Source: an optimization exercise on an open RTL-to-GDS flow (aim: small area, a short achievable clock period and few clock cycles). Production flows keep margins and buffers that such runs may drop. Only the layout flow was run in this run; the RTL was not checked for function there.

**flow/config.mk**
```make
export PLATFORM = sky130hd
export DESIGN_NAME = MTX_MUL
export DESIGN_NICKNAME = MTX_MUL
export VERILOG_FILES = /design/flow/design.v
export SDC_FILE = /design/flow/constraint.sdc
export NUM_CORES = 4
export LEC_CHECK = 0
export ABC_CLOCK_PERIOD_IN_PS = 4000
export CAP_MARGIN = 20
export CORE_MARGIN = 2
export CORE_UTILIZATION = 75
export CTS_BUF_LIST = sky130_fd_sc_hd__clkbuf_8
export CTS_CLUSTER_DIAMETER = 50
export CTS_CLUSTER_SIZE = 20
export SETUP_SLACK_MARGIN = 5.0
export SLEW_MARGIN = 20
export SYNTH_HIERARCHICAL = 1
export SYNTH_MINIMUM_KEEP_SIZE = 0
```
**flow/constraint.sdc**
```tcl
create_clock -name core_clock -period 9.0 [get_ports {clk}]
set_input_delay 1.8000 -clock core_clock [delete_from_list [all_inputs] [get_ports {clk}]]
set_output_delay 1.8000 -clock core_clock [all_outputs]
set_load 0.01 [all_outputs]
```
**flow/design.v**
```verilog
`timescale 1ns / 1ps
module MTX_MUL( MP, ready, m1, m2, load, clk );
	input[7:0] m1, m2;
	input load, clk;
	output[17:0] MP;
	output ready;
	reg [4:0] cnt;
	reg pl, run, rdyn;
	wire [4:0] idx = ( load & ~pl ) ? 5'd0 : cnt;
	always @( posedge clk ) begin
		pl  <= load;
		cnt <= idx + 5'd1;
		run <= load | ( run & ( idx != 5'd31 ) );
		rdyn <= ~( run & ( idx >= 5'd15 ) & ( idx != 5'd31 ) );
	end
	reg [7:0] a [0:12];
	integer k;
	always @( posedge clk ) begin
		a[0] <= m1;
		for( k = 1; k < 13; k = k + 1 ) a[k] <= a[k-1];
	end
	reg [7:0] ar0, ar1, ar2, ar3;
	always @( posedge clk ) begin
		if( idx[1:0] == 2'b01 ) begin
			ar0 <= a[12];
			ar1 <= a[11];
		end
		if( idx[1:0] == 2'b10 ) begin
			ar2 <= a[11];
			ar3 <= a[10];
		end
	end
	reg [7:0] b0 [0:3];
	reg [7:0] b1 [0:3];
	reg [7:0] b2 [0:3];
	reg [7:0] b3 [0:3];
	always @( posedge clk ) begin
		b0[0] <= ( load && idx[3:2] == 2'd0 ) ? m2 : b0[3];
		b1[0] <= ( load && idx[3:2] == 2'd1 ) ? m2 : b1[3];
		b2[0] <= ( load && idx[3:2] == 2'd2 ) ? m2 : b2[3];
		b3[0] <= ( load && idx[3:2] == 2'd3 ) ? m2 : b3[3];
		for( k = 1; k < 4; k = k + 1 ) begin
			b0[k] <= b0[k-1];
			b1[k] <= b1[k-1];
			b2[k] <= b2[k-1];
			b3[k] <= b3[k-1];
		end
	end
	wire [7:0] b0t = b0[1];
	wire [7:0] b1t = b1[1];
	wire [7:0] b2t = b2[2];
	wire [7:0] b3t = b3[2];
	reg [16:0] cs1a, cs1b;
	reg [17:0] cs2a, cs2b;
	wire s1_1, s1_2, s1_3, s1_4, s1_5, s1_6, s1_7, s1_8, s1_9, s1_10, s1_11, s1_12, s1_13, s1_14, s1_15, s1_16, s1_17, s1_18, s1_19, s1_20, s1_21, s1_22, s1_23, s1_24, s1_25, s1_26, s1_27, s1_28, s1_29, s1_30, s1_31, s1_32, s1_33, s1_34, s1_35, s1_36, s1_37, s1_38, s1_39, s1_40, s1_41, s1_42, s1_43, s1_44, s1_45, s1_46, s1_47, s1_48, s1_49, s1_50, s1_51, s1_52, s1_53, s1_54, s1_55, s1_56, s1_57, s1_58, s1_59, s1_60, s1_61, s1_62, s1_63, s1_64, s1_65, s1_66, s1_67, s1_68, s1_69, s1_70, s1_71, s1_72, s1_73, s1_74, s1_75, s1_76, s1_77, s1_78, s1_79, s1_80, s1_81, s1_82, s1_83, s1_84, s1_85, s1_86, s1_87, s1_88, s1_89, s1_90, s1_91, s1_92, s1_93, s1_94, s1_95, s1_96, s1_97, s1_98, s1_99, s1_100, s1_101, s1_102, s1_103, s1_104, s1_105, s1_106, s1_107, s1_108, s1_109, s1_110, s1_111, s1_112, s1_113, s1_114, s1_115, s1_116, s1_117, s1_118, s1_119, s1_120, s1_121, s1_122, s1_123, s1_124, s1_125, s1_126, s1_127, s1_128, s1_129, s1_130, s1_131, s1_132, s1_133, s1_134, s1_135, s1_136, s1_137, s1_138, s1_139, s1_140, s1_141, s1_142, s1_143, s1_144, s1_145, s1_146, s1_147, s1_148, s1_149, s1_150, s1_151, s1_152, s1_153, s1_154, s1_155, s1_156, s1_157, s1_158, s1_159, s1_160, s1_161, s1_162, s1_163, s1_164, s1_165, s1_166, s1_167, s1_168, s1_169, s1_170, s1_171, s1_172, s1_173, s1_174, s1_175, s1_176, s1_177, s1_178, s1_179, s1_180, s1_181, s1_182, s1_183, s1_184, s1_185, s1_186, s1_187, s1_188, s1_189, s1_190, s1_191, s1_192, s1_193, s1_194, s1_195, s1_196, s1_197, s1_198, s1_199, s1_200, s1_201, s1_202, s1_203, s1_204, s1_205, s1_206, s1_207, s1_208, s1_209, s1_210;
	MTX_FA u_s1_1 ( .a( ~( ar0[0] & b0t[6] ) ), .b( ~( ar0[1] & b0t[5] ) ), .c( 1'b1 ), .s( s1_1 ), .co( s1_2 ) );
	MTX_FA u_s1_3 ( .a( ~( ar0[0] & b0t[7] ) ), .b( ~( ar0[1] & b0t[6] ) ), .c( ~( ar0[2] & b0t[5] ) ), .s( s1_3 ), .co( s1_4 ) );
	MTX_FA u_s1_5 ( .a( ~( ar0[3] & b0t[4] ) ), .b( ~( ar0[4] & b0t[3] ) ), .c( ~( ar0[5] & b0t[2] ) ), .s( s1_5 ), .co( s1_6 ) );
	MTX_FA u_s1_7 ( .a( ~( ar0[1] & b0t[7] ) ), .b( ~( ar0[2] & b0t[6] ) ), .c( ~( ar0[3] & b0t[5] ) ), .s( s1_7 ), .co( s1_8 ) );
	MTX_FA u_s1_9 ( .a( ~( ar0[4] & b0t[4] ) ), .b( ~( ar0[5] & b0t[3] ) ), .c( 1'b1 ), .s( s1_9 ), .co( s1_10 ) );
	MTX_FA u_s1_11 ( .a( ~( ar0[2] & b0t[7] ) ), .b( ~( ar0[3] & b0t[6] ) ), .c( 1'b1 ), .s( s1_11 ), .co( s1_12 ) );
	MTX_FA u_s1_13 ( .a( ~( ar0[0] & b0t[4] ) ), .b( ~( ar0[1] & b0t[3] ) ), .c( 1'b1 ), .s( s1_13 ), .co( s1_14 ) );
	MTX_FA u_s1_15 ( .a( ~( ar0[0] & b0t[5] ) ), .b( ~( ar0[1] & b0t[4] ) ), .c( ~( ar0[2] & b0t[3] ) ), .s( s1_15 ), .co( s1_16 ) );
	MTX_FA u_s1_17 ( .a( ~( ar0[3] & b0t[2] ) ), .b( ~( ar0[4] & b0t[1] ) ), .c( ~( ar0[5] & b0t[0] ) ), .s( s1_17 ), .co( s1_18 ) );
	MTX_FA u_s1_19 ( .a( ~( ar0[2] & b0t[4] ) ), .b( ~( ar0[3] & b0t[3] ) ), .c( ~( ar0[4] & b0t[2] ) ), .s( s1_19 ), .co( s1_20 ) );
	MTX_FA u_s1_21 ( .a( ~( ar0[5] & b0t[1] ) ), .b( ~( ar0[6] & b0t[0] ) ), .c( ~( ar1[0] & b1t[6] ) ), .s( s1_21 ), .co( s1_22 ) );
	MTX_FA u_s1_23 ( .a( ~( ar1[1] & b1t[5] ) ), .b( ~( ar1[2] & b1t[4] ) ), .c( ~( ar1[3] & b1t[3] ) ), .s( s1_23 ), .co( s1_24 ) );
	MTX_FA u_s1_25 ( .a( ~( ar0[6] & b0t[1] ) ), .b( ~( ar0[7] & b0t[0] ) ), .c( ~( ar1[0] & b1t[7] ) ), .s( s1_25 ), .co( s1_26 ) );
	MTX_FA u_s1_27 ( .a( ~( ar1[1] & b1t[6] ) ), .b( ~( ar1[2] & b1t[5] ) ), .c( ~( ar1[3] & b1t[4] ) ), .s( s1_27 ), .co( s1_28 ) );
	MTX_FA u_s1_29 ( .a( ~( ar1[4] & b1t[3] ) ), .b( ~( ar1[5] & b1t[2] ) ), .c( ~( ar1[6] & b1t[1] ) ), .s( s1_29 ), .co( s1_30 ) );
	MTX_FA u_s1_31 ( .a( ~( ar1[7] & b1t[0] ) ), .b( s1_2 ), .c( 1'b1 ), .s( s1_31 ), .co( s1_32 ) );
	MTX_FA u_s1_33 ( .a( ~( ar0[6] & b0t[2] ) ), .b( ~( ar0[7] & b0t[1] ) ), .c( ~( ar1[1] & b1t[7] ) ), .s( s1_33 ), .co( s1_34 ) );
	MTX_FA u_s1_35 ( .a( ~( ar1[2] & b1t[6] ) ), .b( ~( ar1[3] & b1t[5] ) ), .c( ~( ar1[4] & b1t[4] ) ), .s( s1_35 ), .co( s1_36 ) );
	MTX_FA u_s1_37 ( .a( ~( ar1[5] & b1t[3] ) ), .b( ~( ar1[6] & b1t[2] ) ), .c( ~( ar1[7] & b1t[1] ) ), .s( s1_37 ), .co( s1_38 ) );
	MTX_FA u_s1_39 ( .a( s1_4 ), .b( s1_6 ), .c( s1_7 ), .s( s1_39 ), .co( s1_40 ) );
	MTX_FA u_s1_41 ( .a( ~( ar0[4] & b0t[5] ) ), .b( ~( ar0[5] & b0t[4] ) ), .c( ~( ar0[6] & b0t[3] ) ), .s( s1_41 ), .co( s1_42 ) );
	MTX_FA u_s1_43 ( .a( ~( ar0[7] & b0t[2] ) ), .b( ~( ar1[2] & b1t[7] ) ), .c( ~( ar1[3] & b1t[6] ) ), .s( s1_43 ), .co( s1_44 ) );
	MTX_FA u_s1_45 ( .a( ~( ar1[4] & b1t[5] ) ), .b( ~( ar1[5] & b1t[4] ) ), .c( ~( ar1[6] & b1t[3] ) ), .s( s1_45 ), .co( s1_46 ) );
	MTX_FA u_s1_47 ( .a( ~( ar1[7] & b1t[2] ) ), .b( s1_10 ), .c( s1_11 ), .s( s1_47 ), .co( s1_48 ) );
	MTX_FA u_s1_49 ( .a( ~( ar0[3] & b0t[7] ) ), .b( ~( ar0[4] & b0t[6] ) ), .c( ~( ar0[5] & b0t[5] ) ), .s( s1_49 ), .co( s1_50 ) );
	MTX_FA u_s1_51 ( .a( ~( ar0[6] & b0t[4] ) ), .b( ~( ar0[7] & b0t[3] ) ), .c( ~( ar1[3] & b1t[7] ) ), .s( s1_51 ), .co( s1_52 ) );
	MTX_FA u_s1_53 ( .a( ~( ar1[4] & b1t[6] ) ), .b( ~( ar1[5] & b1t[5] ) ), .c( ~( ar1[6] & b1t[4] ) ), .s( s1_53 ), .co( s1_54 ) );
	MTX_FA u_s1_55 ( .a( ~( ar0[4] & b0t[7] ) ), .b( ~( ar0[5] & b0t[6] ) ), .c( ~( ar0[6] & b0t[5] ) ), .s( s1_55 ), .co( s1_56 ) );
	MTX_FA u_s1_57 ( .a( ~( ar0[0] & b0t[3] ) ), .b( ~( ar0[1] & b0t[2] ) ), .c( ~( ar0[2] & b0t[1] ) ), .s( s1_57 ), .co( s1_58 ) );
	MTX_FA u_s1_59 ( .a( ~( ar0[2] & b0t[2] ) ), .b( ~( ar0[3] & b0t[1] ) ), .c( ~( ar0[4] & b0t[0] ) ), .s( s1_59 ), .co( s1_60 ) );
	MTX_FA u_s1_61 ( .a( ~( ar1[0] & b1t[4] ) ), .b( ~( ar1[1] & b1t[3] ) ), .c( ~( ar1[2] & b1t[2] ) ), .s( s1_61 ), .co( s1_62 ) );
	MTX_FA u_s1_63 ( .a( ~( ar1[0] & b1t[5] ) ), .b( ~( ar1[1] & b1t[4] ) ), .c( ~( ar1[2] & b1t[3] ) ), .s( s1_63 ), .co( s1_64 ) );
	MTX_FA u_s1_65 ( .a( ~( ar1[3] & b1t[2] ) ), .b( ~( ar1[4] & b1t[1] ) ), .c( ~( ar1[5] & b1t[0] ) ), .s( s1_65 ), .co( s1_66 ) );
	MTX_FA u_s1_67 ( .a( s1_14 ), .b( s1_15 ), .c( 1'b1 ), .s( s1_67 ), .co( s1_68 ) );
	MTX_FA u_s1_69 ( .a( ~( ar1[4] & b1t[2] ) ), .b( ~( ar1[5] & b1t[1] ) ), .c( ~( ar1[6] & b1t[0] ) ), .s( s1_69 ), .co( s1_70 ) );
	MTX_FA u_s1_71 ( .a( s1_1 ), .b( s1_16 ), .c( s1_18 ), .s( s1_71 ), .co( s1_72 ) );
	MTX_FA u_s1_73 ( .a( s1_19 ), .b( s1_21 ), .c( s1_23 ), .s( s1_73 ), .co( s1_74 ) );
	MTX_FA u_s1_75 ( .a( s1_20 ), .b( s1_22 ), .c( s1_24 ), .s( s1_75 ), .co( s1_76 ) );
	MTX_FA u_s1_77 ( .a( s1_25 ), .b( s1_27 ), .c( s1_29 ), .s( s1_77 ), .co( s1_78 ) );
	MTX_FA u_s1_79 ( .a( s1_3 ), .b( s1_5 ), .c( s1_31 ), .s( s1_79 ), .co( s1_80 ) );
	MTX_FA u_s1_81 ( .a( s1_26 ), .b( s1_28 ), .c( s1_30 ), .s( s1_81 ), .co( s1_82 ) );
	MTX_FA u_s1_83 ( .a( s1_33 ), .b( s1_35 ), .c( s1_37 ), .s( s1_83 ), .co( s1_84 ) );
	MTX_FA u_s1_85 ( .a( s1_9 ), .b( s1_32 ), .c( s1_39 ), .s( s1_85 ), .co( s1_86 ) );
	MTX_FA u_s1_87 ( .a( s1_34 ), .b( s1_36 ), .c( s1_38 ), .s( s1_87 ), .co( s1_88 ) );
	MTX_FA u_s1_89 ( .a( s1_41 ), .b( s1_43 ), .c( s1_45 ), .s( s1_89 ), .co( s1_90 ) );
	MTX_FA u_s1_91 ( .a( s1_8 ), .b( s1_40 ), .c( s1_47 ), .s( s1_91 ), .co( s1_92 ) );
	MTX_FA u_s1_93 ( .a( ~( ar1[7] & b1t[3] ) ), .b( s1_12 ), .c( s1_42 ), .s( s1_93 ), .co( s1_94 ) );
	MTX_FA u_s1_95 ( .a( s1_44 ), .b( s1_46 ), .c( s1_49 ), .s( s1_95 ), .co( s1_96 ) );
	MTX_FA u_s1_97 ( .a( s1_51 ), .b( s1_53 ), .c( s1_48 ), .s( s1_97 ), .co( s1_98 ) );
	MTX_FA u_s1_99 ( .a( ~( ar0[7] & b0t[4] ) ), .b( ~( ar1[4] & b1t[7] ) ), .c( ~( ar1[5] & b1t[6] ) ), .s( s1_99 ), .co( s1_100 ) );
	MTX_FA u_s1_101 ( .a( ~( ar1[6] & b1t[5] ) ), .b( ~( ar1[7] & b1t[4] ) ), .c( s1_50 ), .s( s1_101 ), .co( s1_102 ) );
	MTX_FA u_s1_103 ( .a( s1_52 ), .b( s1_54 ), .c( s1_55 ), .s( s1_103 ), .co( s1_104 ) );
	MTX_FA u_s1_105 ( .a( ~( ar0[5] & b0t[7] ) ), .b( ~( ar0[6] & b0t[6] ) ), .c( ~( ar0[7] & b0t[5] ) ), .s( s1_105 ), .co( s1_106 ) );
	MTX_FA u_s1_107 ( .a( ~( ar1[5] & b1t[7] ) ), .b( ~( ar1[6] & b1t[6] ) ), .c( ~( ar1[7] & b1t[5] ) ), .s( s1_107 ), .co( s1_108 ) );
	MTX_FA u_s1_109 ( .a( ~( ar0[0] & b0t[2] ) ), .b( ~( ar0[1] & b0t[1] ) ), .c( ~( ar0[2] & b0t[0] ) ), .s( s1_109 ), .co( s1_110 ) );
	MTX_FA u_s1_111 ( .a( ~( ar0[3] & b0t[0] ) ), .b( ~( ar1[0] & b1t[3] ) ), .c( ~( ar1[1] & b1t[2] ) ), .s( s1_111 ), .co( s1_112 ) );
	MTX_FA u_s1_113 ( .a( ~( ar1[2] & b1t[1] ) ), .b( ~( ar1[3] & b1t[0] ) ), .c( 1'b1 ), .s( s1_113 ), .co( s1_114 ) );
	MTX_FA u_s1_115 ( .a( ~( ar1[3] & b1t[1] ) ), .b( ~( ar1[4] & b1t[0] ) ), .c( s1_13 ), .s( s1_115 ), .co( s1_116 ) );
	MTX_FA u_s1_117 ( .a( s1_58 ), .b( s1_59 ), .c( s1_61 ), .s( s1_117 ), .co( s1_118 ) );
	MTX_FA u_s1_119 ( .a( s1_17 ), .b( s1_60 ), .c( s1_62 ), .s( s1_119 ), .co( s1_120 ) );
	MTX_FA u_s1_121 ( .a( s1_63 ), .b( s1_65 ), .c( s1_67 ), .s( s1_121 ), .co( s1_122 ) );
	MTX_FA u_s1_123 ( .a( s1_64 ), .b( s1_66 ), .c( s1_69 ), .s( s1_123 ), .co( s1_124 ) );
	MTX_FA u_s1_125 ( .a( s1_68 ), .b( s1_71 ), .c( s1_73 ), .s( s1_125 ), .co( s1_126 ) );
	MTX_FA u_s1_127 ( .a( s1_70 ), .b( s1_72 ), .c( s1_74 ), .s( s1_127 ), .co( s1_128 ) );
	MTX_FA u_s1_129 ( .a( s1_75 ), .b( s1_77 ), .c( s1_79 ), .s( s1_129 ), .co( s1_130 ) );
	MTX_FA u_s1_131 ( .a( s1_76 ), .b( s1_78 ), .c( s1_81 ), .s( s1_131 ), .co( s1_132 ) );
	MTX_FA u_s1_133 ( .a( s1_83 ), .b( s1_80 ), .c( s1_85 ), .s( s1_133 ), .co( s1_134 ) );
	MTX_FA u_s1_135 ( .a( s1_82 ), .b( s1_84 ), .c( s1_87 ), .s( s1_135 ), .co( s1_136 ) );
	MTX_FA u_s1_137 ( .a( s1_89 ), .b( s1_86 ), .c( s1_91 ), .s( s1_137 ), .co( s1_138 ) );
	MTX_FA u_s1_139 ( .a( s1_88 ), .b( s1_90 ), .c( s1_93 ), .s( s1_139 ), .co( s1_140 ) );
	MTX_FA u_s1_141 ( .a( s1_95 ), .b( s1_92 ), .c( s1_97 ), .s( s1_141 ), .co( s1_142 ) );
	MTX_FA u_s1_143 ( .a( s1_99 ), .b( s1_101 ), .c( s1_103 ), .s( s1_143 ), .co( s1_144 ) );
	MTX_FA u_s1_145 ( .a( s1_94 ), .b( s1_96 ), .c( s1_98 ), .s( s1_145 ), .co( s1_146 ) );
	MTX_FA u_s1_147 ( .a( s1_100 ), .b( s1_105 ), .c( s1_107 ), .s( s1_147 ), .co( s1_148 ) );
	MTX_FA u_s1_149 ( .a( s1_56 ), .b( s1_102 ), .c( s1_104 ), .s( s1_149 ), .co( s1_150 ) );
	MTX_FA u_s1_151 ( .a( ~( ar0[6] & b0t[7] ) ), .b( ~( ar0[7] & b0t[6] ) ), .c( ~( ar1[6] & b1t[7] ) ), .s( s1_151 ), .co( s1_152 ) );
	MTX_FA u_s1_153 ( .a( ~( ar1[7] & b1t[6] ) ), .b( s1_106 ), .c( s1_108 ), .s( s1_153 ), .co( s1_154 ) );
	MTX_FA u_s1_155 ( .a( ~( ar0[0] & b0t[1] ) ), .b( ~( ar0[1] & b0t[0] ) ), .c( 1'b1 ), .s( s1_155 ), .co( s1_156 ) );
	MTX_FA u_s1_157 ( .a( ~( ar1[0] & b1t[2] ) ), .b( ~( ar1[1] & b1t[1] ) ), .c( ~( ar1[2] & b1t[0] ) ), .s( s1_157 ), .co( s1_158 ) );
	MTX_FA u_s1_159 ( .a( s1_110 ), .b( s1_111 ), .c( s1_113 ), .s( s1_159 ), .co( s1_160 ) );
	MTX_FA u_s1_161 ( .a( s1_112 ), .b( s1_114 ), .c( s1_115 ), .s( s1_161 ), .co( s1_162 ) );
	MTX_FA u_s1_163 ( .a( s1_116 ), .b( s1_118 ), .c( s1_119 ), .s( s1_163 ), .co( s1_164 ) );
	MTX_FA u_s1_165 ( .a( s1_120 ), .b( s1_123 ), .c( s1_122 ), .s( s1_165 ), .co( s1_166 ) );
	MTX_FA u_s1_167 ( .a( s1_124 ), .b( s1_126 ), .c( s1_127 ), .s( s1_167 ), .co( s1_168 ) );
	MTX_FA u_s1_169 ( .a( s1_128 ), .b( s1_131 ), .c( s1_130 ), .s( s1_169 ), .co( s1_170 ) );
	MTX_FA u_s1_171 ( .a( s1_132 ), .b( s1_135 ), .c( s1_134 ), .s( s1_171 ), .co( s1_172 ) );
	MTX_FA u_s1_173 ( .a( s1_136 ), .b( s1_139 ), .c( s1_138 ), .s( s1_173 ), .co( s1_174 ) );
	MTX_FA u_s1_175 ( .a( s1_140 ), .b( s1_143 ), .c( s1_142 ), .s( s1_175 ), .co( s1_176 ) );
	MTX_FA u_s1_177 ( .a( s1_147 ), .b( s1_144 ), .c( s1_149 ), .s( s1_177 ), .co( s1_178 ) );
	MTX_FA u_s1_179 ( .a( s1_151 ), .b( s1_148 ), .c( s1_153 ), .s( s1_179 ), .co( s1_180 ) );
	MTX_FA u_s1_181 ( .a( ~( ar0[7] & b0t[7] ) ), .b( ~( ar1[7] & b1t[7] ) ), .c( s1_152 ), .s( s1_181 ), .co( s1_182 ) );
	MTX_FA u_s1_183 ( .a( ~( ar1[0] & b1t[1] ) ), .b( ~( ar1[1] & b1t[0] ) ), .c( 1'b1 ), .s( s1_183 ), .co( s1_184 ) );
	MTX_FA u_s1_185 ( .a( s1_109 ), .b( s1_156 ), .c( s1_157 ), .s( s1_185 ), .co( s1_186 ) );
	MTX_FA u_s1_187 ( .a( s1_158 ), .b( s1_57 ), .c( s1_159 ), .s( s1_187 ), .co( s1_188 ) );
	MTX_FA u_s1_189 ( .a( s1_117 ), .b( s1_160 ), .c( s1_161 ), .s( s1_189 ), .co( s1_190 ) );
	MTX_FA u_s1_191 ( .a( s1_121 ), .b( s1_162 ), .c( s1_163 ), .s( s1_191 ), .co( s1_192 ) );
	MTX_FA u_s1_193 ( .a( s1_125 ), .b( s1_164 ), .c( s1_165 ), .s( s1_193 ), .co( s1_194 ) );
	MTX_FA u_s1_195 ( .a( s1_129 ), .b( s1_166 ), .c( s1_167 ), .s( s1_195 ), .co( s1_196 ) );
	MTX_FA u_s1_197 ( .a( s1_133 ), .b( s1_168 ), .c( s1_169 ), .s( s1_197 ), .co( s1_198 ) );
	MTX_FA u_s1_199 ( .a( s1_137 ), .b( s1_170 ), .c( s1_171 ), .s( s1_199 ), .co( s1_200 ) );
	MTX_FA u_s1_201 ( .a( s1_141 ), .b( s1_172 ), .c( s1_173 ), .s( s1_201 ), .co( s1_202 ) );
	MTX_FA u_s1_203 ( .a( s1_145 ), .b( s1_174 ), .c( s1_175 ), .s( s1_203 ), .co( s1_204 ) );
	MTX_FA u_s1_205 ( .a( s1_146 ), .b( s1_177 ), .c( s1_176 ), .s( s1_205 ), .co( s1_206 ) );
	MTX_FA u_s1_207 ( .a( s1_150 ), .b( s1_179 ), .c( s1_178 ), .s( s1_207 ), .co( s1_208 ) );
	MTX_FA u_s1_209 ( .a( s1_154 ), .b( s1_181 ), .c( s1_180 ), .s( s1_209 ), .co( s1_210 ) );
	wire [16:0] s1a = { 1'b1, s1_182, s1_209, s1_207, s1_205, s1_203, s1_201, s1_199, s1_197, s1_195, s1_193, s1_191, s1_189, s1_187, s1_185, s1_155, ~( ar0[0] & b0t[0] ) };
	wire [16:0] s1b = { 1'b1, s1_210, s1_208, s1_206, s1_204, s1_202, s1_200, s1_198, s1_196, s1_194, s1_192, s1_190, s1_188, s1_186, s1_184, s1_183, ~( ar1[0] & b1t[0] ) };
	wire s2_1, s2_2, s2_3, s2_4, s2_5, s2_6, s2_7, s2_8, s2_9, s2_10, s2_11, s2_12, s2_13, s2_14, s2_15, s2_16, s2_17, s2_18, s2_19, s2_20, s2_21, s2_22, s2_23, s2_24, s2_25, s2_26, s2_27, s2_28, s2_29, s2_30, s2_31, s2_32, s2_33, s2_34, s2_35, s2_36, s2_37, s2_38, s2_39, s2_40, s2_41, s2_42, s2_43, s2_44, s2_45, s2_46, s2_47, s2_48, s2_49, s2_50, s2_51, s2_52, s2_53, s2_54, s2_55, s2_56, s2_57, s2_58, s2_59, s2_60, s2_61, s2_62, s2_63, s2_64, s2_65, s2_66, s2_67, s2_68, s2_69, s2_70, s2_71, s2_72, s2_73, s2_74, s2_75, s2_76, s2_77, s2_78, s2_79, s2_80, s2_81, s2_82, s2_83, s2_84, s2_85, s2_86, s2_87, s2_88, s2_89, s2_90, s2_91, s2_92, s2_93, s2_94, s2_95, s2_96, s2_97, s2_98, s2_99, s2_100, s2_101, s2_102, s2_103, s2_104, s2_105, s2_106, s2_107, s2_108, s2_109, s2_110, s2_111, s2_112, s2_113, s2_114, s2_115, s2_116, s2_117, s2_118, s2_119, s2_120, s2_121, s2_122, s2_123, s2_124, s2_125, s2_126, s2_127, s2_128, s2_129, s2_130, s2_131, s2_132, s2_133, s2_134, s2_135, s2_136, s2_137, s2_138, s2_139, s2_140, s2_141, s2_142, s2_143, s2_144, s2_145, s2_146, s2_147, s2_148, s2_149, s2_150, s2_151, s2_152, s2_153, s2_154, s2_155, s2_156, s2_157, s2_158, s2_159, s2_160, s2_161, s2_162, s2_163, s2_164, s2_165, s2_166, s2_167, s2_168, s2_169, s2_170, s2_171, s2_172, s2_173, s2_174, s2_175, s2_176, s2_177, s2_178, s2_179, s2_180, s2_181, s2_182, s2_183, s2_184, s2_185, s2_186, s2_187, s2_188, s2_189, s2_190, s2_191, s2_192, s2_193, s2_194, s2_195, s2_196, s2_197, s2_198, s2_199, s2_200, s2_201, s2_202, s2_203, s2_204, s2_205, s2_206, s2_207, s2_208, s2_209, s2_210, s2_211, s2_212, s2_213, s2_214, s2_215, s2_216, s2_217, s2_218, s2_219, s2_220, s2_221, s2_222, s2_223, s2_224, s2_225, s2_226, s2_227, s2_228, s2_229, s2_230, s2_231, s2_232, s2_233, s2_234, s2_235, s2_236, s2_237, s2_238, s2_239, s2_240, s2_241, s2_242, s2_243, s2_244, s2_245, s2_246, s2_247, s2_248, s2_249, s2_250, s2_251, s2_252, s2_253, s2_254, s2_255, s2_256, s2_257, s2_258, s2_259, s2_260, s2_261, s2_262, s2_263, s2_264, s2_265, s2_266, s2_267, s2_268, s2_269, s2_270, s2_271, s2_272, s2_273, s2_274;
	MTX_FA u_s2_1 ( .a( cs1a[5] ), .b( cs1b[5] ), .c( 1'b1 ), .s( s2_1 ), .co( s2_2 ) );
	MTX_FA u_s2_3 ( .a( cs1a[6] ), .b( cs1b[6] ), .c( ~( ar2[0] & b2t[6] ) ), .s( s2_3 ), .co( s2_4 ) );
	MTX_FA u_s2_5 ( .a( ~( ar2[1] & b2t[5] ) ), .b( ~( ar2[2] & b2t[4] ) ), .c( ~( ar2[3] & b2t[3] ) ), .s( s2_5 ), .co( s2_6 ) );
	MTX_FA u_s2_7 ( .a( cs1a[7] ), .b( cs1b[7] ), .c( ~( ar2[0] & b2t[7] ) ), .s( s2_7 ), .co( s2_8 ) );
	MTX_FA u_s2_9 ( .a( ~( ar2[1] & b2t[6] ) ), .b( ~( ar2[2] & b2t[5] ) ), .c( ~( ar2[3] & b2t[4] ) ), .s( s2_9 ), .co( s2_10 ) );
	MTX_FA u_s2_11 ( .a( ~( ar2[4] & b2t[3] ) ), .b( ~( ar2[5] & b2t[2] ) ), .c( ~( ar2[6] & b2t[1] ) ), .s( s2_11 ), .co( s2_12 ) );
	MTX_FA u_s2_13 ( .a( ~( ar2[7] & b2t[0] ) ), .b( ~( ar3[0] & b3t[7] ) ), .c( 1'b1 ), .s( s2_13 ), .co( s2_14 ) );
	MTX_FA u_s2_15 ( .a( cs1a[8] ), .b( cs1b[8] ), .c( ~( ar2[1] & b2t[7] ) ), .s( s2_15 ), .co( s2_16 ) );
	MTX_FA u_s2_17 ( .a( ~( ar2[2] & b2t[6] ) ), .b( ~( ar2[3] & b2t[5] ) ), .c( ~( ar2[4] & b2t[4] ) ), .s( s2_17 ), .co( s2_18 ) );
	MTX_FA u_s2_19 ( .a( ~( ar2[5] & b2t[3] ) ), .b( ~( ar2[6] & b2t[2] ) ), .c( ~( ar2[7] & b2t[1] ) ), .s( s2_19 ), .co( s2_20 ) );
	MTX_FA u_s2_21 ( .a( ~( ar3[1] & b3t[7] ) ), .b( ~( ar3[2] & b3t[6] ) ), .c( 1'b1 ), .s( s2_21 ), .co( s2_22 ) );
	MTX_FA u_s2_23 ( .a( cs1a[9] ), .b( cs1b[9] ), .c( ~( ar2[2] & b2t[7] ) ), .s( s2_23 ), .co( s2_24 ) );
	MTX_FA u_s2_25 ( .a( ~( ar2[3] & b2t[6] ) ), .b( ~( ar2[4] & b2t[5] ) ), .c( ~( ar2[5] & b2t[4] ) ), .s( s2_25 ), .co( s2_26 ) );
	MTX_FA u_s2_27 ( .a( ~( ar2[6] & b2t[3] ) ), .b( ~( ar2[7] & b2t[2] ) ), .c( 1'b1 ), .s( s2_27 ), .co( s2_28 ) );
	MTX_FA u_s2_29 ( .a( cs1a[10] ), .b( cs1b[10] ), .c( ~( ar2[3] & b2t[7] ) ), .s( s2_29 ), .co( s2_30 ) );
	MTX_FA u_s2_31 ( .a( cs1a[3] ), .b( cs1b[3] ), .c( 1'b1 ), .s( s2_31 ), .co( s2_32 ) );
	MTX_FA u_s2_33 ( .a( cs1a[4] ), .b( cs1b[4] ), .c( ~( ar2[0] & b2t[4] ) ), .s( s2_33 ), .co( s2_34 ) );
	MTX_FA u_s2_35 ( .a( ~( ar2[1] & b2t[3] ) ), .b( ~( ar2[2] & b2t[2] ) ), .c( ~( ar2[3] & b2t[1] ) ), .s( s2_35 ), .co( s2_36 ) );
	MTX_FA u_s2_37 ( .a( ~( ar2[0] & b2t[5] ) ), .b( ~( ar2[1] & b2t[4] ) ), .c( ~( ar2[2] & b2t[3] ) ), .s( s2_37 ), .co( s2_38 ) );
	MTX_FA u_s2_39 ( .a( ~( ar2[3] & b2t[2] ) ), .b( ~( ar2[4] & b2t[1] ) ), .c( ~( ar2[5] & b2t[0] ) ), .s( s2_39 ), .co( s2_40 ) );
	MTX_FA u_s2_41 ( .a( ~( ar3[0] & b3t[5] ) ), .b( ~( ar3[1] & b3t[4] ) ), .c( ~( ar3[2] & b3t[3] ) ), .s( s2_41 ), .co( s2_42 ) );
	MTX_FA u_s2_43 ( .a( ~( ar2[4] & b2t[2] ) ), .b( ~( ar2[5] & b2t[1] ) ), .c( ~( ar2[6] & b2t[0] ) ), .s( s2_43 ), .co( s2_44 ) );
	MTX_FA u_s2_45 ( .a( ~( ar3[0] & b3t[6] ) ), .b( ~( ar3[1] & b3t[5] ) ), .c( ~( ar3[2] & b3t[4] ) ), .s( s2_45 ), .co( s2_46 ) );
	MTX_FA u_s2_47 ( .a( ~( ar3[3] & b3t[3] ) ), .b( ~( ar3[4] & b3t[2] ) ), .c( ~( ar3[5] & b3t[1] ) ), .s( s2_47 ), .co( s2_48 ) );
	MTX_FA u_s2_49 ( .a( ~( ar3[6] & b3t[0] ) ), .b( s2_2 ), .c( 1'b1 ), .s( s2_49 ), .co( s2_50 ) );
	MTX_FA u_s2_51 ( .a( ~( ar3[1] & b3t[6] ) ), .b( ~( ar3[2] & b3t[5] ) ), .c( ~( ar3[3] & b3t[4] ) ), .s( s2_51 ), .co( s2_52 ) );
	MTX_FA u_s2_53 ( .a( ~( ar3[4] & b3t[3] ) ), .b( ~( ar3[5] & b3t[2] ) ), .c( ~( ar3[6] & b3t[1] ) ), .s( s2_53 ), .co( s2_54 ) );
	MTX_FA u_s2_55 ( .a( ~( ar3[7] & b3t[0] ) ), .b( s2_11 ), .c( s2_13 ), .s( s2_55 ), .co( s2_56 ) );
	MTX_FA u_s2_57 ( .a( s2_4 ), .b( s2_6 ), .c( s2_7 ), .s( s2_57 ), .co( s2_58 ) );
	MTX_FA u_s2_59 ( .a( ~( ar3[3] & b3t[5] ) ), .b( ~( ar3[4] & b3t[4] ) ), .c( ~( ar3[5] & b3t[3] ) ), .s( s2_59 ), .co( s2_60 ) );
	MTX_FA u_s2_61 ( .a( ~( ar3[6] & b3t[2] ) ), .b( ~( ar3[7] & b3t[1] ) ), .c( s2_10 ), .s( s2_61 ), .co( s2_62 ) );
	MTX_FA u_s2_63 ( .a( s2_12 ), .b( s2_14 ), .c( s2_15 ), .s( s2_63 ), .co( s2_64 ) );
	MTX_FA u_s2_65 ( .a( s2_17 ), .b( s2_19 ), .c( s2_21 ), .s( s2_65 ), .co( s2_66 ) );
	MTX_FA u_s2_67 ( .a( ~( ar3[2] & b3t[7] ) ), .b( ~( ar3[3] & b3t[6] ) ), .c( ~( ar3[4] & b3t[5] ) ), .s( s2_67 ), .co( s2_68 ) );
	MTX_FA u_s2_69 ( .a( ~( ar3[5] & b3t[4] ) ), .b( ~( ar3[6] & b3t[3] ) ), .c( ~( ar3[7] & b3t[2] ) ), .s( s2_69 ), .co( s2_70 ) );
	MTX_FA u_s2_71 ( .a( s2_16 ), .b( s2_18 ), .c( s2_20 ), .s( s2_71 ), .co( s2_72 ) );
	MTX_FA u_s2_73 ( .a( s2_22 ), .b( s2_23 ), .c( s2_25 ), .s( s2_73 ), .co( s2_74 ) );
	MTX_FA u_s2_75 ( .a( ~( ar2[4] & b2t[6] ) ), .b( ~( ar2[5] & b2t[5] ) ), .c( ~( ar2[6] & b2t[4] ) ), .s( s2_75 ), .co( s2_76 ) );
	MTX_FA u_s2_77 ( .a( ~( ar2[7] & b2t[3] ) ), .b( ~( ar3[3] & b3t[7] ) ), .c( ~( ar3[4] & b3t[6] ) ), .s( s2_77 ), .co( s2_78 ) );
	MTX_FA u_s2_79 ( .a( ~( ar3[5] & b3t[5] ) ), .b( ~( ar3[6] & b3t[4] ) ), .c( ~( ar3[7] & b3t[3] ) ), .s( s2_79 ), .co( s2_80 ) );
	MTX_FA u_s2_81 ( .a( s2_24 ), .b( s2_26 ), .c( s2_28 ), .s( s2_81 ), .co( s2_82 ) );
	MTX_FA u_s2_83 ( .a( cs1a[11] ), .b( cs1b[11] ), .c( ~( ar2[4] & b2t[7] ) ), .s( s2_83 ), .co( s2_84 ) );
	MTX_FA u_s2_85 ( .a( ~( ar2[5] & b2t[6] ) ), .b( ~( ar2[6] & b2t[5] ) ), .c( ~( ar2[7] & b2t[4] ) ), .s( s2_85 ), .co( s2_86 ) );
	MTX_FA u_s2_87 ( .a( ~( ar3[4] & b3t[7] ) ), .b( ~( ar3[5] & b3t[6] ) ), .c( ~( ar3[6] & b3t[5] ) ), .s( s2_87 ), .co( s2_88 ) );
	MTX_FA u_s2_89 ( .a( cs1a[12] ), .b( cs1b[12] ), .c( ~( ar2[5] & b2t[7] ) ), .s( s2_89 ), .co( s2_90 ) );
	MTX_FA u_s2_91 ( .a( cs1a[2] ), .b( cs1b[2] ), .c( ~( ar2[0] & b2t[2] ) ), .s( s2_91 ), .co( s2_92 ) );
	MTX_FA u_s2_93 ( .a( ~( ar2[0] & b2t[3] ) ), .b( ~( ar2[1] & b2t[2] ) ), .c( ~( ar2[2] & b2t[1] ) ), .s( s2_93 ), .co( s2_94 ) );
	MTX_FA u_s2_95 ( .a( ~( ar2[3] & b2t[0] ) ), .b( ~( ar3[0] & b3t[3] ) ), .c( ~( ar3[1] & b3t[2] ) ), .s( s2_95 ), .co( s2_96 ) );
	MTX_FA u_s2_97 ( .a( ~( ar2[4] & b2t[0] ) ), .b( ~( ar3[0] & b3t[4] ) ), .c( ~( ar3[1] & b3t[3] ) ), .s( s2_97 ), .co( s2_98 ) );
	MTX_FA u_s2_99 ( .a( ~( ar3[2] & b3t[2] ) ), .b( ~( ar3[3] & b3t[1] ) ), .c( ~( ar3[4] & b3t[0] ) ), .s( s2_99 ), .co( s2_100 ) );
	MTX_FA u_s2_101 ( .a( s2_32 ), .b( s2_33 ), .c( 1'b1 ), .s( s2_101 ), .co( s2_102 ) );
	MTX_FA u_s2_103 ( .a( ~( ar3[3] & b3t[2] ) ), .b( ~( ar3[4] & b3t[1] ) ), .c( ~( ar3[5] & b3t[0] ) ), .s( s2_103 ), .co( s2_104 ) );
	MTX_FA u_s2_105 ( .a( s2_1 ), .b( s2_34 ), .c( s2_36 ), .s( s2_105 ), .co( s2_106 ) );
	MTX_FA u_s2_107 ( .a( s2_37 ), .b( s2_39 ), .c( s2_41 ), .s( s2_107 ), .co( s2_108 ) );
	MTX_FA u_s2_109 ( .a( s2_3 ), .b( s2_38 ), .c( s2_40 ), .s( s2_109 ), .co( s2_110 ) );
	MTX_FA u_s2_111 ( .a( s2_42 ), .b( s2_43 ), .c( s2_45 ), .s( s2_111 ), .co( s2_112 ) );
	MTX_FA u_s2_113 ( .a( s2_47 ), .b( s2_5 ), .c( s2_49 ), .s( s2_113 ), .co( s2_114 ) );
	MTX_FA u_s2_115 ( .a( s2_44 ), .b( s2_46 ), .c( s2_48 ), .s( s2_115 ), .co( s2_116 ) );
	MTX_FA u_s2_117 ( .a( s2_51 ), .b( s2_53 ), .c( s2_9 ), .s( s2_117 ), .co( s2_118 ) );
	MTX_FA u_s2_119 ( .a( s2_50 ), .b( s2_55 ), .c( s2_57 ), .s( s2_119 ), .co( s2_120 ) );
	MTX_FA u_s2_121 ( .a( s2_52 ), .b( s2_54 ), .c( s2_59 ), .s( s2_121 ), .co( s2_122 ) );
	MTX_FA u_s2_123 ( .a( s2_8 ), .b( s2_56 ), .c( s2_58 ), .s( s2_123 ), .co( s2_124 ) );
	MTX_FA u_s2_125 ( .a( s2_61 ), .b( s2_63 ), .c( s2_65 ), .s( s2_125 ), .co( s2_126 ) );
	MTX_FA u_s2_127 ( .a( s2_27 ), .b( s2_60 ), .c( s2_67 ), .s( s2_127 ), .co( s2_128 ) );
	MTX_FA u_s2_129 ( .a( s2_69 ), .b( s2_62 ), .c( s2_64 ), .s( s2_129 ), .co( s2_130 ) );
	MTX_FA u_s2_131 ( .a( s2_66 ), .b( s2_71 ), .c( s2_73 ), .s( s2_131 ), .co( s2_132 ) );
	MTX_FA u_s2_133 ( .a( s2_29 ), .b( s2_68 ), .c( s2_70 ), .s( s2_133 ), .co( s2_134 ) );
	MTX_FA u_s2_135 ( .a( s2_75 ), .b( s2_77 ), .c( s2_79 ), .s( s2_135 ), .co( s2_136 ) );
	MTX_FA u_s2_137 ( .a( s2_72 ), .b( s2_74 ), .c( s2_81 ), .s( s2_137 ), .co( s2_138 ) );
	MTX_FA u_s2_139 ( .a( ~( ar3[7] & b3t[4] ) ), .b( s2_30 ), .c( s2_76 ), .s( s2_139 ), .co( s2_140 ) );
	MTX_FA u_s2_141 ( .a( s2_78 ), .b( s2_80 ), .c( s2_83 ), .s( s2_141 ), .co( s2_142 ) );
	MTX_FA u_s2_143 ( .a( s2_85 ), .b( s2_87 ), .c( s2_82 ), .s( s2_143 ), .co( s2_144 ) );
	MTX_FA u_s2_145 ( .a( ~( ar2[6] & b2t[6] ) ), .b( ~( ar2[7] & b2t[5] ) ), .c( ~( ar3[5] & b3t[7] ) ), .s( s2_145 ), .co( s2_146 ) );
	MTX_FA u_s2_147 ( .a( ~( ar3[6] & b3t[6] ) ), .b( ~( ar3[7] & b3t[5] ) ), .c( s2_84 ), .s( s2_147 ), .co( s2_148 ) );
	MTX_FA u_s2_149 ( .a( s2_86 ), .b( s2_88 ), .c( s2_89 ), .s( s2_149 ), .co( s2_150 ) );
	MTX_FA u_s2_151 ( .a( cs1a[13] ), .b( cs1b[13] ), .c( ~( ar2[6] & b2t[7] ) ), .s( s2_151 ), .co( s2_152 ) );
	MTX_FA u_s2_153 ( .a( ~( ar2[7] & b2t[6] ) ), .b( ~( ar3[6] & b3t[7] ) ), .c( ~( ar3[7] & b3t[6] ) ), .s( s2_153 ), .co( s2_154 ) );
	MTX_FA u_s2_155 ( .a( cs1a[1] ), .b( cs1b[1] ), .c( ~( ar2[0] & b2t[1] ) ), .s( s2_155 ), .co( s2_156 ) );
	MTX_FA u_s2_157 ( .a( ~( ar2[1] & b2t[1] ) ), .b( ~( ar2[2] & b2t[0] ) ), .c( ~( ar3[0] & b3t[2] ) ), .s( s2_157 ), .co( s2_158 ) );
	MTX_FA u_s2_159 ( .a( ~( ar3[1] & b3t[1] ) ), .b( ~( ar3[2] & b3t[0] ) ), .c( 1'b1 ), .s( s2_159 ), .co( s2_160 ) );
	MTX_FA u_s2_161 ( .a( ~( ar3[2] & b3t[1] ) ), .b( ~( ar3[3] & b3t[0] ) ), .c( s2_31 ), .s( s2_161 ), .co( s2_162 ) );
	MTX_FA u_s2_163 ( .a( s2_92 ), .b( s2_93 ), .c( s2_95 ), .s( s2_163 ), .co( s2_164 ) );
	MTX_FA u_s2_165 ( .a( s2_35 ), .b( s2_94 ), .c( s2_96 ), .s( s2_165 ), .co( s2_166 ) );
	MTX_FA u_s2_167 ( .a( s2_97 ), .b( s2_99 ), .c( s2_101 ), .s( s2_167 ), .co( s2_168 ) );
	MTX_FA u_s2_169 ( .a( s2_100 ), .b( s2_103 ), .c( s2_98 ), .s( s2_169 ), .co( s2_170 ) );
	MTX_FA u_s2_171 ( .a( s2_102 ), .b( s2_105 ), .c( s2_107 ), .s( s2_171 ), .co( s2_172 ) );
	MTX_FA u_s2_173 ( .a( s2_104 ), .b( s2_106 ), .c( s2_108 ), .s( s2_173 ), .co( s2_174 ) );
	MTX_FA u_s2_175 ( .a( s2_109 ), .b( s2_111 ), .c( s2_113 ), .s( s2_175 ), .co( s2_176 ) );
	MTX_FA u_s2_177 ( .a( s2_110 ), .b( s2_112 ), .c( s2_115 ), .s( s2_177 ), .co( s2_178 ) );
	MTX_FA u_s2_179 ( .a( s2_117 ), .b( s2_114 ), .c( s2_119 ), .s( s2_179 ), .co( s2_180 ) );
	MTX_FA u_s2_181 ( .a( s2_116 ), .b( s2_118 ), .c( s2_121 ), .s( s2_181 ), .co( s2_182 ) );
	MTX_FA u_s2_183 ( .a( s2_120 ), .b( s2_123 ), .c( s2_125 ), .s( s2_183 ), .co( s2_184 ) );
	MTX_FA u_s2_185 ( .a( s2_122 ), .b( s2_127 ), .c( s2_124 ), .s( s2_185 ), .co( s2_186 ) );
	MTX_FA u_s2_187 ( .a( s2_126 ), .b( s2_129 ), .c( s2_131 ), .s( s2_187 ), .co( s2_188 ) );
	MTX_FA u_s2_189 ( .a( s2_128 ), .b( s2_133 ), .c( s2_135 ), .s( s2_189 ), .co( s2_190 ) );
	MTX_FA u_s2_191 ( .a( s2_130 ), .b( s2_132 ), .c( s2_137 ), .s( s2_191 ), .co( s2_192 ) );
	MTX_FA u_s2_193 ( .a( s2_134 ), .b( s2_136 ), .c( s2_139 ), .s( s2_193 ), .co( s2_194 ) );
	MTX_FA u_s2_195 ( .a( s2_141 ), .b( s2_138 ), .c( s2_143 ), .s( s2_195 ), .co( s2_196 ) );
	MTX_FA u_s2_197 ( .a( s2_145 ), .b( s2_140 ), .c( s2_142 ), .s( s2_197 ), .co( s2_198 ) );
	MTX_FA u_s2_199 ( .a( s2_147 ), .b( s2_149 ), .c( s2_144 ), .s( s2_199 ), .co( s2_200 ) );
	MTX_FA u_s2_201 ( .a( s2_146 ), .b( s2_151 ), .c( s2_153 ), .s( s2_201 ), .co( s2_202 ) );
	MTX_FA u_s2_203 ( .a( s2_90 ), .b( s2_148 ), .c( s2_150 ), .s( s2_203 ), .co( s2_204 ) );
	MTX_FA u_s2_205 ( .a( cs1a[14] ), .b( cs1b[14] ), .c( ~( ar2[7] & b2t[7] ) ), .s( s2_205 ), .co( s2_206 ) );
	MTX_FA u_s2_207 ( .a( ~( ar3[7] & b3t[7] ) ), .b( s2_152 ), .c( s2_154 ), .s( s2_207 ), .co( s2_208 ) );
	MTX_FA u_s2_209 ( .a( cs1a[0] ), .b( cs1b[0] ), .c( 1'b1 ), .s( s2_209 ), .co( s2_210 ) );
	MTX_FA u_s2_211 ( .a( ~( ar2[1] & b2t[0] ) ), .b( ~( ar3[0] & b3t[1] ) ), .c( ~( ar3[1] & b3t[0] ) ), .s( s2_211 ), .co( s2_212 ) );
	MTX_FA u_s2_213 ( .a( s2_156 ), .b( s2_157 ), .c( s2_159 ), .s( s2_213 ), .co( s2_214 ) );
	MTX_FA u_s2_215 ( .a( s2_158 ), .b( s2_160 ), .c( s2_161 ), .s( s2_215 ), .co( s2_216 ) );
	MTX_FA u_s2_217 ( .a( s2_162 ), .b( s2_164 ), .c( s2_165 ), .s( s2_217 ), .co( s2_218 ) );
	MTX_FA u_s2_219 ( .a( s2_166 ), .b( s2_169 ), .c( s2_168 ), .s( s2_219 ), .co( s2_220 ) );
	MTX_FA u_s2_221 ( .a( s2_170 ), .b( s2_172 ), .c( s2_173 ), .s( s2_221 ), .co( s2_222 ) );
	MTX_FA u_s2_223 ( .a( s2_174 ), .b( s2_177 ), .c( s2_176 ), .s( s2_223 ), .co( s2_224 ) );
	MTX_FA u_s2_225 ( .a( s2_178 ), .b( s2_181 ), .c( s2_180 ), .s( s2_225 ), .co( s2_226 ) );
	MTX_FA u_s2_227 ( .a( s2_182 ), .b( s2_184 ), .c( s2_185 ), .s( s2_227 ), .co( s2_228 ) );
	MTX_FA u_s2_229 ( .a( s2_189 ), .b( s2_186 ), .c( s2_188 ), .s( s2_229 ), .co( s2_230 ) );
	MTX_FA u_s2_231 ( .a( s2_190 ), .b( s2_193 ), .c( s2_192 ), .s( s2_231 ), .co( s2_232 ) );
	MTX_FA u_s2_233 ( .a( s2_194 ), .b( s2_197 ), .c( s2_196 ), .s( s2_233 ), .co( s2_234 ) );
	MTX_FA u_s2_235 ( .a( s2_201 ), .b( s2_198 ), .c( s2_203 ), .s( s2_235 ), .co( s2_236 ) );
	MTX_FA u_s2_237 ( .a( s2_205 ), .b( s2_202 ), .c( s2_207 ), .s( s2_237 ), .co( s2_238 ) );
	MTX_FA u_s2_239 ( .a( cs1a[15] ), .b( cs1b[15] ), .c( s2_206 ), .s( s2_239 ), .co( s2_240 ) );
	MTX_FA u_s2_241 ( .a( ~( ar2[0] & b2t[0] ) ), .b( ~( ar3[0] & b3t[0] ) ), .c( 1'b1 ), .s( s2_241 ), .co( s2_242 ) );
	MTX_FA u_s2_243 ( .a( s2_155 ), .b( s2_210 ), .c( s2_211 ), .s( s2_243 ), .co( s2_244 ) );
	MTX_FA u_s2_245 ( .a( s2_212 ), .b( s2_91 ), .c( s2_213 ), .s( s2_245 ), .co( s2_246 ) );
	MTX_FA u_s2_247 ( .a( s2_163 ), .b( s2_214 ), .c( s2_215 ), .s( s2_247 ), .co( s2_248 ) );
	MTX_FA u_s2_249 ( .a( s2_167 ), .b( s2_216 ), .c( s2_217 ), .s( s2_249 ), .co( s2_250 ) );
	MTX_FA u_s2_251 ( .a( s2_171 ), .b( s2_218 ), .c( s2_219 ), .s( s2_251 ), .co( s2_252 ) );
	MTX_FA u_s2_253 ( .a( s2_175 ), .b( s2_220 ), .c( s2_221 ), .s( s2_253 ), .co( s2_254 ) );
	MTX_FA u_s2_255 ( .a( s2_179 ), .b( s2_222 ), .c( s2_223 ), .s( s2_255 ), .co( s2_256 ) );
	MTX_FA u_s2_257 ( .a( s2_183 ), .b( s2_224 ), .c( s2_225 ), .s( s2_257 ), .co( s2_258 ) );
	MTX_FA u_s2_259 ( .a( s2_187 ), .b( s2_226 ), .c( s2_227 ), .s( s2_259 ), .co( s2_260 ) );
	MTX_FA u_s2_261 ( .a( s2_191 ), .b( s2_228 ), .c( s2_229 ), .s( s2_261 ), .co( s2_262 ) );
	MTX_FA u_s2_263 ( .a( s2_195 ), .b( s2_230 ), .c( s2_231 ), .s( s2_263 ), .co( s2_264 ) );
	MTX_FA u_s2_265 ( .a( s2_199 ), .b( s2_232 ), .c( s2_233 ), .s( s2_265 ), .co( s2_266 ) );
	MTX_FA u_s2_267 ( .a( s2_200 ), .b( s2_235 ), .c( s2_234 ), .s( s2_267 ), .co( s2_268 ) );
	MTX_FA u_s2_269 ( .a( s2_204 ), .b( s2_237 ), .c( s2_236 ), .s( s2_269 ), .co( s2_270 ) );
	MTX_FA u_s2_271 ( .a( s2_208 ), .b( s2_239 ), .c( s2_238 ), .s( s2_271 ), .co( s2_272 ) );
	MTX_FA u_s2_273 ( .a( cs1a[16] ), .b( cs1b[16] ), .c( s2_240 ), .s( s2_273 ), .co( s2_274 ) );
	wire [17:0] s2a = { s2_274, s2_273, s2_271, s2_269, s2_267, s2_265, s2_263, s2_261, s2_259, s2_257, s2_255, s2_253, s2_251, s2_249, s2_247, s2_245, s2_243, s2_209 };
	wire [17:0] s2b = { 1'b1, s2_272, s2_270, s2_268, s2_266, s2_264, s2_262, s2_260, s2_258, s2_256, s2_254, s2_252, s2_250, s2_248, s2_246, s2_244, s2_242, s2_241 };
	always @( posedge clk ) begin
		cs1a <= s1a;
		cs1b <= s1b;
		cs2a <= s2a;
		cs2b <= s2b;
	end
	assign ready = ~( rdyn | load );
	assign MP = ~( cs2a + cs2b + 18'd1 );
endmodule
module MTX_FA( a, b, c, s, co );
	input a, b, c;
	output s, co;
	assign s = a ^ b ^ c;
	assign co = ( a & b ) | ( a & c ) | ( b & c );
endmodule
module MTX_HAN( a, b, s, co );
	input a, b;
	output s, co;
	assign s = ~( a ^ b );
	assign co = a | b;
endmodule
```
**flow/run.sh**
```bash
#!/bin/bash
# synth_recipe.tcl (not shown) runs the flow's synth.tcl, then flattens the netlist and writes it again
# the make line also repeats each setting of config.mk as NAME=value (left out here)
make -C /OpenROAD-flow-scripts/flow DESIGN_CONFIG=/design/flow/config.mk WORK_HOME=/design/flow/orfs CLKGATE_MAP_FILE= SYNTH_SCRIPT=/design/flow/synth_recipe.tcl finish
```
==> run notes <==
logic make-up after synthesis:
logic type / Yosys count / synth area share
XOR/XNOR: 16 / 0.00962
adder cells (fa/ha/maj): 265 / 0.353
AND/OR/NAND/NOR: 304 / 0.0824
flip-flops: 339 / 0.488
buffers and inverters: 78 / 0.0202
multiplexers: 32 / 0.0247
AO/OA/AOI/OAI: 46 / 0.0222
other: 1 / 0.000257
flip-flops by register name (all words and copies together) (netlist names):
name and flops:
b1 32, rdyn 1, ar0 8, ar1 8, cnt 5, ar3 8
b3 32, ar2 8, pl 1, cs2a 18, cs1a 16, cs1b 16
run 1, cs2b 17, b2 32, b0 32, a 104
per-module statistics from Yosys (local to each module, per instance):
module | area, um2 | copies in the design | cells inside
MTX_MUL | 9730 | 1 | 839
MTX_FA | 20.0 | 242 | 1
cells in the final DEF (no fill, tap or decap), drive strengths merged, types with 5 or more instances in the layout:
cell type        n
dfxtp          307
nand2          272
fa             243
edfxtp          32
mux2            32
buf             32
clkbuf          31
ha              22
conb            21
inv             21
clkdlybuf4s50   17
a21oi           15
o21ai           11
xor2             9
nor2             8
xnor2            7
nand2b           7
clkinv           6
nand3            5
a31oi            5
layout make-up:
cell class / instances / area [um2] / area share
clock buffers: 29 / 399 / 0.0248
clock inverters: 19 / 203 / 0.0126
inverters: 11 / 41.3 / 0.00256
multi-input cells: 684 / 7590 / 0.471
flip-flops and latches: 339 / 7120 / 0.441
well taps: 260 / 325 / 0.0202
repair buffers: 55 / 448 / 0.0278
how the worst max path moves through the flow:
stage / end / slack, ps / depth (start not counted)
6_report: MP[12] / 4570 / 12
3_3_place_gp: ready / 4200 / 3
5_1_grt: MP[12] / 4490 / 12
4_1_cts: MP[16] / 4540 / 12
3_5_place_dp: ready / 4170 / 3
2_1_floorplan: ready / 5080 / 2
per-layer routing:
layer,share of wire,global-route usage,up-vias
li1,-,-,3429
met1,0.37,0.377,4109
met2,0.53,0.538,368
met3,0.056,0.0430,100
met4,0.048,0.137,0
met5,0,0,-
through the flow:
stage / area [um2] / hold WS (ps) / worst slack (ps) / instances / util
3_3_place_gp: 15100 / 310 / 4200 / 1330 / 0.798
5_1_grt: 16100 / 322 / 4490 / 1397 / 0.853
3_5_place_dp: 15100 / 312 / 4170 / 1330 / 0.798
4_1_cts: 15900 / 326 / 4540 / 1387 / 0.842
6_report: 16100 / 321 / 4570 / 1397 / 0.853
2_1_floorplan: 14600 / 310 / 5080 / 1101 / -
what timing repair did:
action | in CTS | in global routing
setup buffers | 9 | 10
pin swaps | 20 | 23
gates resized for setup | 102 | 32
setup endpoints to repair | 18 | 14
==> flow_summary.yaml <==
sta:
  clock.fmax_ghz: 0.226
  clock_skew_ps: 39.9
  fin_crit_ps: 4430
  rsz0062_at_grt: "yes"
  tightest_slew_ps: 826
  setup_tns_ps: 0
  drv_slew: 0
  finalSetupViolCount: 0
  max_slew_margin: 0.449
  hold_viol_final: 0
  fin_crit_sh: 0.493
floorplanning:
  io_pins: 37
  fp-row-count: 50
  die_area_um2: 20600
  start_util: 0.771
  dieHeight_um: 143
  coreArea_um2: 18900
  die_w_um: 143
global_routing:
  grt_start_max_net_pins: 22
  grt_first_pass_wirelength_mm: 46.4
  track_usage: 0.304
  grt.overflow.total: 0
  antenna_found_initial: 0
  grt_pass1_vias: 9037
final_layout:
  nets: 1400
  fillerInstances: 887
  drive_gt1_frac: 0.141
  diodes: 0
  syn_to_final_growth_pct: 10.6
logic_synthesis:
  syn_area_um2: 14600
  yosysWarnings: 12
  synth_area_leaders: "dfxtp_1, fa_1, nand2_1"
  synthTopCellsByCount: "dfxtp_1, nand2_1, fa_1"
  synthCells: 1081
  async_flop_share: 0
  ys_seq_elements: 339
  synth_top_area_frac: 0.422
  synth_ff_type: "dfxtp_1"
  synth_edf_count: 32
  syn_avg_cell_area_um2: 13.5
  ys_types: 40
  ys_seq_area_frac: 0.488
  synth_most_common_cell: "dfxtp_1"
  yosys.area.top_type: "dfxtp_1"
critical_path:
  crit_buf_inv: 4
  setup.worst_path.start_class: "flop"
  regToRegStartpoint: "b3[2][7]"
  crit_type: "reg -> out"
  reg2reg_to: "cs2a[9]"
  end_kind: "output port"
  crit_path_frequent_cell: "inv_2"
  slowest_stage: "fa_2"
  startpoint: "cs2a[0]"
  max_stage_delay_ps: 360
  path_delay_family: "adder cells"
  rrSetupSlack_ps: 5170
  cp_data_required_time_ps: 7200
  reg2reg_depth: 7
  arrival_ps: 2630
  crit_chain: "inv_2 > ha_4 > inv_2 > fa_2 > nand3_2 > nand2_4 > buf_4 > a21oi_4 > o21ai_2 > a31oi_1 > xor2_1 > clkdlybuf4s15_2"
  path_max_fanout: 3
placement:
  dp_hpwl_mm: 20.6
  portBuffers: 36
  place_congestion: 0.901
routing:
  first_pass_iters: 7
  wl_per_cell_um: 20.9
  drt_wl_total_mm: 29.1
  vias: 8006
  drtIter0Drc: 588
  vias_per_cell: 5.73
  drtAntennaViolNets: 0
  drc_errors: 0
cts:
  hold_buffers: 0
  numCtsBuffers: 26
  ctsLongestPathBuffers: 3
  cts_tree: "done"
  clock_sinks: 339
  clk_latency_ps: 600
  h-tree-depth: 1
  clk_pin_slew_ps: 120
  cts-root-buf: "clkbuf_8"
min_path:
  holdPathEnd: "a[6][5]"
  worstHoldPathType: "reg -> reg"
  worstHoldPathCells: 0
  min_from: "a[5][5]"
outcome:
  status: "timing/DRC/antenna clean"
flow_run:
  maxCapViolCount: 0

==> static timing again, ports no longer ideal <==
The results above use ideal ports. As a check the final layout listed here was re-extracted and re-timed, cells and wires unchanged. Step 1 sets driving cells, clkbuf_16 on the clock port and buf_2 on the other inputs (assumed; they add their load-dependent delay and slew). Step 2 also shifts input and output timing later by t, the mid clock arrival at the registers, as if the neighbouring blocks saw the same clock. Three values: ideal, step 1, step 2; two values: the first two.
shift t [ns]: 0.621
slack for setup (ns): 4.565 / 4.520 / 5.018
worst hold slack (ns): 0.321 / 0.321 / 0.321
worst setup path after step 2: input to output
clock arrival spread, ns: 0.042 / 0.042
After both steps this run still meets setup and hold. The setup slack of this run moves by -0.045 ns with the drivers and by +0.453 ns with both steps.
